This design comes from an exercise in tuning for small area, a short achievable clock period and few clock cycles per item on the open sky130 flow, not from production work.
In this exercise RTL edits were held to simulation tests only and were not proved equivalent to the original.
No activity file was given, so power comes from the tool's default toggle rates.

**flow/design.v**
```verilog
`timescale 1ns / 1ps
module CLA #(parameter bits = 64) (  
input [bits-1:0] A, B,  
input Cin,   
output [bits-1:0] Sum,  
output Cout  
);
wire [bits-1:0]P_in, G_in;  
wire [bits-1:0]carries;  
assign Cout = carries[bits-1];  
PFA PFA0(
.A(A[0]),
.B(B[0]),
.Cin(Cin),
.P(P_in[0]),
.G(G_in[0]),
.S(Sum[0])
);
genvar i;
generate  
    for(i=1; i<bits; i=i+1) begin : PFAS
        PFA PFA_I(
            .A(A[i]),
            .B(B[i]),
            .Cin(carries[i-1]),
            .P(P_in[i]),
            .G(G_in[i]),
            .S(Sum[i])        
        );    
    end
endgenerate
CLL #(.bits(bits)) CLL_INST(
.Cin(Cin),
.P(P_in),
.G(G_in),
.Cout(carries)
);
endmodule
module CLL #(parameter bits = 8) (
    input Cin,
    input [bits-1: 0] P, G, 
    output [bits-1: 0] Cout
);
CARRY_GEN INST0(
        .G(G[0]),
        .P(P[0]),
        .Cin(Cin),
        .Cout(Cout[0])        
);
genvar i;
generate  
    for(i=1; i < bits; i=i+1) begin : CARRIES
        CARRY_GEN INST_I(
        .G(G[i]),
        .P(P[i]),
        .Cin(Cout[i-1]),
        .Cout(Cout[i])        
        );
    end
endgenerate
endmodule
module ADD_HALF(
    output cout,
    output sum,
    input a,
    input b
);
    xor(sum, a, b);
    and(cout, a, b);
endmodule
module PFA(
    input A, B, Cin,
    output P, G, S
);
    assign P = A ^ B;    
    assign G = A & B;    
    assign S = Cin ^ P;  
endmodule
module FULL_ADDER(
    input a,b,cin,
    output cout,sum
);
wire half1_cout, half1_sum, half2_cout;
ADD_HALF HALF1(
.cout(half1_cout),
.sum(half1_sum),
.a(a),
.b(b)
);
ADD_HALF HALF2(
.cout(half2_cout),
.sum(sum),
.a(cin),
.b(half1_sum)
);
or(cout, half2_cout, half1_cout);
endmodule
module CARRY_GEN(
    input G, P, Cin,
    output Cout    
);
assign Cout = G | P&Cin;  
endmodule
module ARRAY_MULTIPLIER #(parameter bits = 32) (
    input [bits-1:0] a, b,
    output [bits*2-1:0] p
);
wire [bits-1:0]     carries [bits-1:1];
wire [bits*2-1:0]   sums [bits-1:1];
assign p[0] = a[0] & b[0];  
genvar i,j;
generate
    for(i=1; i < bits; i=i+1) begin : GEN_PARTIALS
        for(j=0; j < bits; j=j+1) begin: GEN_ADDERS   
            if(i==1) begin 
                if(j==0) begin
                    ADD_HALF INSTF_HA_FIRST (
                        .a(a[i]&b[j]),
                        .b(a[i-1]&b[i]),
                        .sum(p[i]),
                        .cout(carries[i][j])
                    );            
                end 
                else if(j==(bits-1)) begin
                    ADD_HALF INSTF_HA_LAST (
                        .a(a[i]&b[j]),
                        .b(carries[i][j-1]),
                        .sum(sums[i][j]),
                        .cout(carries[i][j])  
                    );
                end  
                else begin
                    FULL_ADDER INSTF_FA (
                        .a(a[i]&b[j]),
                        .b(a[i-1]&b[j+1]),
                        .cin(carries[i][j-1]),
                        .sum(sums[i][j]),
                        .cout(carries[i][j])       
                    );
                end
            end  
            else if(i==(bits-1)) begin
                if(j==0) begin 
                    ADD_HALF INSTL_HA_FIRST (
                        .a(sums[i-1][j+1]),
                        .b(a[i]&b[j]),
                        .sum(p[i+j]),
                        .cout(carries[i][j]) 
                    );                
                end
                else if(j==(bits-1)) begin
                    FULL_ADDER INSTL_FA_LAST (
                        .a(carries[i-1][j]),
                        .b(a[i]&b[j]),
                        .cin(carries[i][j-1]),
                        .sum(p[i+j]),
                        .cout(p[i+j+1])
                    );
                end
                else begin
                    FULL_ADDER INSTL_FA (
                        .a(sums[i-1][j+1]),
                        .b(a[i]&b[j]),
                        .cin(carries[i][j-1]),                  
                        .sum(p[i+j]),
                        .cout(carries[i][j])
                    );                
                end
            end  
            else begin
                if(j==0) begin
                    ADD_HALF INSTB_HA_FIRST (
                        .a(sums[i-1][j+1]),
                        .b(a[i]&b[j]),
                        .sum(p[i]),
                        .cout(carries[i][j])
                    );
                end
                else if(j==(bits-1)) begin
                    FULL_ADDER INSTB_FA_LAST (
                        .a(carries[i-1][j]),
                        .b(a[i]&b[j]),
                        .cin(carries[i][j-1]),
                        .sum(sums[i][j]),                    
                        .cout(carries[i][j])
                    );
                end
                else begin
                    FULL_ADDER INSTB_FA (
                        .a(sums[i-1][j+1]),
                        .b(a[i]&b[j]),
                        .cin(carries[i][j-1]),
                        .sum(sums[i][j]),
                        .cout(carries[i][j])                        
                    );          
                end
            end  
        end  
    end  
endgenerate
endmodule
`timescale 1ns / 1ps
module fir_top (
    input         clk,
    input         rst,
    input         coef_we,
    input  [2:0]  coef_addr,
    input  [15:0] coef_data,
    input         x_valid,
    output        x_ready,
    input  [15:0] x_in,
    output        y_valid,
    output [31:0] y
);
localparam BITS  = 16;
localparam ORDER = 4;
wire take = x_valid & ~rst;
assign x_ready = 1'b1;
reg y_valid_r;
always @(posedge clk) begin
    if (rst) y_valid_r <= 1'b0;
    else     y_valid_r <= x_valid;
end
assign y_valid = y_valid_r;
wire [BITS*2-1:0] tap_data [ORDER:0];
assign y = tap_data[0];
genvar i;
generate
for (i = ORDER; i >= 0; i = i - 1) begin : TAPS
    wire load = coef_we & ~rst & (coef_addr == i);
    if (i == ORDER) begin : M
        TAP_M #(BITS) TAP_M_INST (
            .coef(coef_data),
            .load(load),
            .x(x_in),
            .clr(rst),
            .enable(take),
            .clk(clk),
            .out(tap_data[i])
        );
    end else begin : X
        TAP_X #(BITS) TAP_X_INST (
            .coef(coef_data),
            .load(load),
            .x(x_in),
            .prev_stage(tap_data[i+1]),
            .clr(rst),
            .enable(take),
            .clk(clk),
            .out(tap_data[i])
        );
    end
end
endgenerate
endmodule
module TAP_M #(parameter BITS = 16) (
input [BITS-1:0] coef,
input load,
input [BITS-1:0] x,
input clr,
input enable,
input clk,
output reg [BITS*2-1:0] out
);
reg [BITS-1:0] tap_reg;
always @(posedge clk) begin
    if (clr)       tap_reg <= {BITS{1'b0}};
    else if (load) tap_reg <= coef;
end
wire [BITS*2-1:0] mult_out;
ARRAY_MULTIPLIER #(BITS) MULT (
.a(tap_reg),
.b(x),
.p(mult_out)
);
always @(posedge clk) begin
    if (clr)         out <= {(BITS*2){1'b0}};
    else if (enable) out <= mult_out;
end
endmodule
module TAP_X #(parameter BITS = 16) (
input [BITS-1:0] coef,
input load,
input [BITS-1:0] x,
input [BITS*2-1:0] prev_stage,
input clr,
input enable,
input clk,
output reg [BITS*2-1:0] out
);
reg [BITS-1:0] tap_reg;
always @(posedge clk) begin
    if (clr)       tap_reg <= {BITS{1'b0}};
    else if (load) tap_reg <= coef;
end
wire [BITS*2-1:0] mult_out;
ARRAY_MULTIPLIER #(BITS) MULT (
.a(tap_reg),
.b(x),
.p(mult_out)
);
wire [BITS*2-1:0] cla_out;
CLA #(BITS*2) ADDER(
.A(mult_out),
.B(prev_stage),
.Cin(1'b0),
.Sum(cla_out),
.Cout()
);
always @(posedge clk) begin
    if (clr)         out <= {(BITS*2){1'b0}};
    else if (enable) out <= cla_out;
end
endmodule
```
**flow/run.sh**
```bash
#!/bin/bash
# synth_recipe.tcl (not shown) runs the flow's synth.tcl, then flattens the netlist and writes it again
# the make line also repeats each setting of config.mk as NAME=value (left out here)
make -C /OpenROAD-flow-scripts/flow DESIGN_CONFIG=/design/flow/config.mk WORK_HOME=/design/flow/orfs CLKGATE_MAP_FILE= SYNTH_SCRIPT=/design/flow/synth_recipe.tcl finish
```
**flow/config.mk**
```make
export PLATFORM = sky130hd
export DESIGN_NAME = fir_top
export DESIGN_NICKNAME = fir_top
export VERILOG_FILES = /design/flow/design.v
export SDC_FILE = /design/flow/constraint.sdc
export NUM_CORES = 4
export LEC_CHECK = 0
export CAP_MARGIN = 20
export CORE_MARGIN = 2
export CORE_UTILIZATION = 40
export SLEW_MARGIN = 20
```
**flow/constraint.sdc**
```tcl
create_clock -name core_clock -period 33.0 [get_ports {clk}]
set_input_delay 6.6000 -clock core_clock [delete_from_list [all_inputs] [get_ports {clk}]]
set_output_delay 6.6000 -clock core_clock [all_outputs]
set_load 0.01 [all_outputs]
```
==> results.py <==
metrics = {
    "status": {
        "status": "no timing/DRC/antenna violations",
    },
    "min_path": {
        "worstHoldStart": "TAPS[4].M.TAP_M_INST.out[0]",
        "hp-class": "reg2reg",
        "hold_end": "TAPS[4].M.TAP_M_INST.out[0]",
        "min_path_cells": 2,
    },
    "clock_network": {
        "numCtsBuffers": 34,
        "cts_tree": "done",
        "cts.repair.resized": 0,
        "cts_setup_buffers": 0,
        "htreeDepth": 2,
        "postCtsHoldBufs": 0,
        "root_buffer": "clkbuf_16",
        "cts.path.max_buffers": 3,
        "insertion_delay_ps": 560,
        "path_clk_slew_ps": 60,
        "clock-sinks": 241,
    },
    "power_and_ir_drop": {
        "p_leak_nw": 22.4,
        "peakVddDrop_uv": 26.2,
        "powerDensity_nw_per_um2": 19.8,
    },
    "critical_path": {
        "crit_path_start": "x_in[1]",
        "rr_endpoint": "TAPS[3].X.TAP_X_INST.out[31]",
        "crit_fanout": 49,
        "critPathTopFamily": "adder cells",
        "worstSetupStartpointType": "primary input",
        "slowest_delay_ps": 610,
        "arrival_ps": 29580,
        "critical_path.slowest_cell": "fa_1",
        "reg2reg_depth": 55,
        "path_common_cell": "fa_1",
        "rrSetupSlack_ps": 10280,
        "crit_buf_inv": 8,
        "r2r_start": "TAPS[3].X.TAP_X_INST.tap_reg[0]",
        "crit_type": "in2reg",
        "cp.required_ps": 33380,
        "crit_path_end_kind": "flip-flop",
    },
    "timing": {
        "max_freq_mhz": 34.3,
        "maxSlewViolCount": 0,
        "skew_ps": 19.8,
        "relSlewSlack": 0.294,
        "rsz0062_at_grt": "no",
        "final.setup.tns_ps": 0,
        "worst_pin_slew_ps": 1060,
        "period_share": 0.885,
        "finalSetupViolations": 0,
        "period_needed_ps": 29200,
        "hold_viol_final": 0,
    },
    "placed_design": {
        "gp_congestion": 0.776,
        "place_inst": 5413,
        "place_hpwl_um": 74500,
        "port_buffers": 71,
    },
    "final_layout": {
        "seq_area_um2": 4820,
        "final_common_cell": "fa_1",
        "largest_register_ffs": 128,
        "area_growth_pct": 6.17,
        "drive_above_1_share": 0.0356,
        "final_nets": 5324,
        "final_cell_mix": "fa_1 (1240), and2_1 (1133), inv_1 (406), dfxtp_1 (241), nand2_1 (162)",
        "num-fill-cells": 10800,
        "multi_input_area_um2": 36900,
        "stdcell_count": 5475,
    },
    "yosys": {
        "synthMuxAreaShare": 0.0106,
        "yosys.area.top_type_share": 0.558,
        "yosys.area_share.xor_xnor": 0.00158,
        "yosys_warnings": 4,
        "synth_flop_cell": "dfxtp_1",
        "synth-adder-area-share": 0.582,
        "ys_ff_latch": 241,
        "synthTopCellsByArea": "fa_1 (56%), and2_1 (16%), dfxtp_1 (11%), inv_1 (3.4%), ha_1 (2.4%)",
        "synth-compound-area-share": 0.0368,
        "async_reset_ff_frac": 0,
        "synth_edf_count": 0,
        "syn_inst": 4122,
        "netlist-cell-type-count": 35,
        "yosysTopAreaCell": "fa_1",
        "ys_seq_area_frac": 0.108,
        "syn-num-nets": 5485,
        "synth_top_family_by_area": "adder cells",
        "syn_area_um2": 44500,
        "avgSynthCellArea_um2": 10.8,
        "yosys.area_share.simple": 0.199,
    },
    "detailed_routing": {
        "dr_wl_met2_um": 50600,
        "post_drt_wl_per_cell_um": 17.4,
        "drtPass1Iterations": 5,
        "routed_wl_um": 95300,
        "viasPerCell": 4.94,
        "drtAntennaViolNets": 0,
        "routedLengthMet1_um": 39200,
        "top_layer": "met5",
        "vias": 27100,
        "drtIter0Drc": 999,
        "drc": 0,
        "routed-wl-met3_um": 3320,
    },
    "grt": {
        "grt_max_degree": 167,
        "track_usage": 0.183,
        "grt_overflow_total": 0,
        "grt_pass1_wl_um": 164000,
        "antenna_found_initial": 6,
        "grt_pass1_vias": 31400,
    },
    "floorplan": {
        "row_count": 122,
        "die-area_um2": 114000,
        "start_util": 0.402,
        "dieWidth_um": 337,
        "io_pins": 73,
        "dieHeight_um": 337,
        "core_area_um2": 111000,
    },
    "job": {
        "maxCapViolations": 0,
    },
}
## power breakdown
| group | switching, mW | total [mW] | leakage [nW] | internal (mW) |
|---|---|---|---|---|
| logic | 0.140 | 0.228 | 19.9 | 0.0884 |
| registers | 0.0146 | 0.321 | 1.97 | 0.307 |
| clock network | 0.153 | 0.386 | 0.573 | 0.233 |
## routing by layer
layer	vias up	track usage
met2	325	0.342
met4	6	0.0382
met1	14600	0.225
met3	125	0.0217
met5	-	0
li1	12100	-
## cell usage after synthesis (4+ instances only)
| master | number |
|---|---|
| mux2i_1 | 47 |
| o211ai_1 | 6 |
| clkbuf_1 | 254 |
| o211ai_2 | 10 |
| buf_1 | 13 |
| xnor2_1 | 8 |
| inv_1 | 407 |
| and2_1 | 1133 |
| buf_2 | 31 |
| nor2_1 | 160 |
| fa_1 | 1240 |
| buf_4 | 5 |
| a31o_2 | 12 |
| nand3_1 | 65 |
| and3_1 | 15 |
| o21ai_1 | 15 |
| a21oi_1 | 49 |
| a211oi_1 | 112 |
| dfxtp_1 | 241 |
| ha_1 | 84 |
| nand2_1 | 162 |
| a31o_1 | 4 |
| o21ai_0 | 33 |
## stage by stage
stage	area, um2	hold WS [ps]	setup WS (ps)	utilization	power [mW]
after floorplan	44500	450	4750	-	0.483
after global placement	46000	462	3290	0.417	0.559
after detailed placement	46000	475	3060	0.417	0.563
after CTS	47200	483	3640	0.427	0.955
after global routing	47200	511	2770	0.427	0.992
final	47200	479	3800	0.427	0.936
## final cells by class
class / count / share of cell area
antenna: 3 / 0.000159
clock buffer: 48 / 0.0217
clock inverter: 11 / 0.00299
inverter: 407 / 0.0324
multi-input combinational: 3169 / 0.782
sequential: 241 / 0.102
tap: 1488 / 0.0394
timing repair buffer: 108 / 0.0194
## tightest hold or removal path, cell delays in order (launching register included)
cell and delay, ps:
dfxtp_1 310, nand2b_1 70, a21oi_1 50
## kinds of logic (layout without fill, tap and decap cells)
kind of cell             count (synthesis)  after routing
multiplexers                            47             47
other                                    1              4
buffers and inverters                  712            574
adder cells (fa/ha/maj)               1324           1324
XOR/XNOR                                 8              8
AO/OA/AOI/OAI                          241            241
AND/OR/NAND/NOR                       1548           1548
flip-flops                             241            241
## worst max path at each step
stage,depth (start not counted),to
floorplan,57,TAPS[0].X.TAP_X_INST.out[31]
global placement,57,TAPS[1].X.TAP_X_INST.out[31]
finish,57,TAPS[2].X.TAP_X_INST.out[31]
detailed placement,57,TAPS[2].X.TAP_X_INST.out[31]
global route,57,TAPS[2].X.TAP_X_INST.out[31]
CTS,57,TAPS[2].X.TAP_X_INST.out[31]
Testbench counts, summed over its fixed seeds: cycles 8,224, items 8,192.

re-timing with driven ports:
The results above use ideal ports. As a check the final layout listed here was re-extracted and re-timed, cells and wires unchanged.
Step 1, drivers: a clkbuf_16 drives clk and a buf_2 each remaining input, both assumed.
Step 2 adds t to the input delays and takes it off the output delays; t is the mean of the earliest and latest rising clock arrival at the registers after step 1. Input paths then give back, and output paths get back, about the clock's delay inside the block.
a / b / c = ideal ports / drivers / drivers and shift; a / b = the first two.
shift t [ns]: 0.615
setup WS [ns]: 3.804 / 3.839 / 3.224
worst data-port slew with drivers (ns): 0.12
pins driven straight from the clock port: 1
After both steps this run still meets setup and hold. For this run, drivers alone change the setup slack by +0.035 ns; drivers and shift together by -0.580 ns.
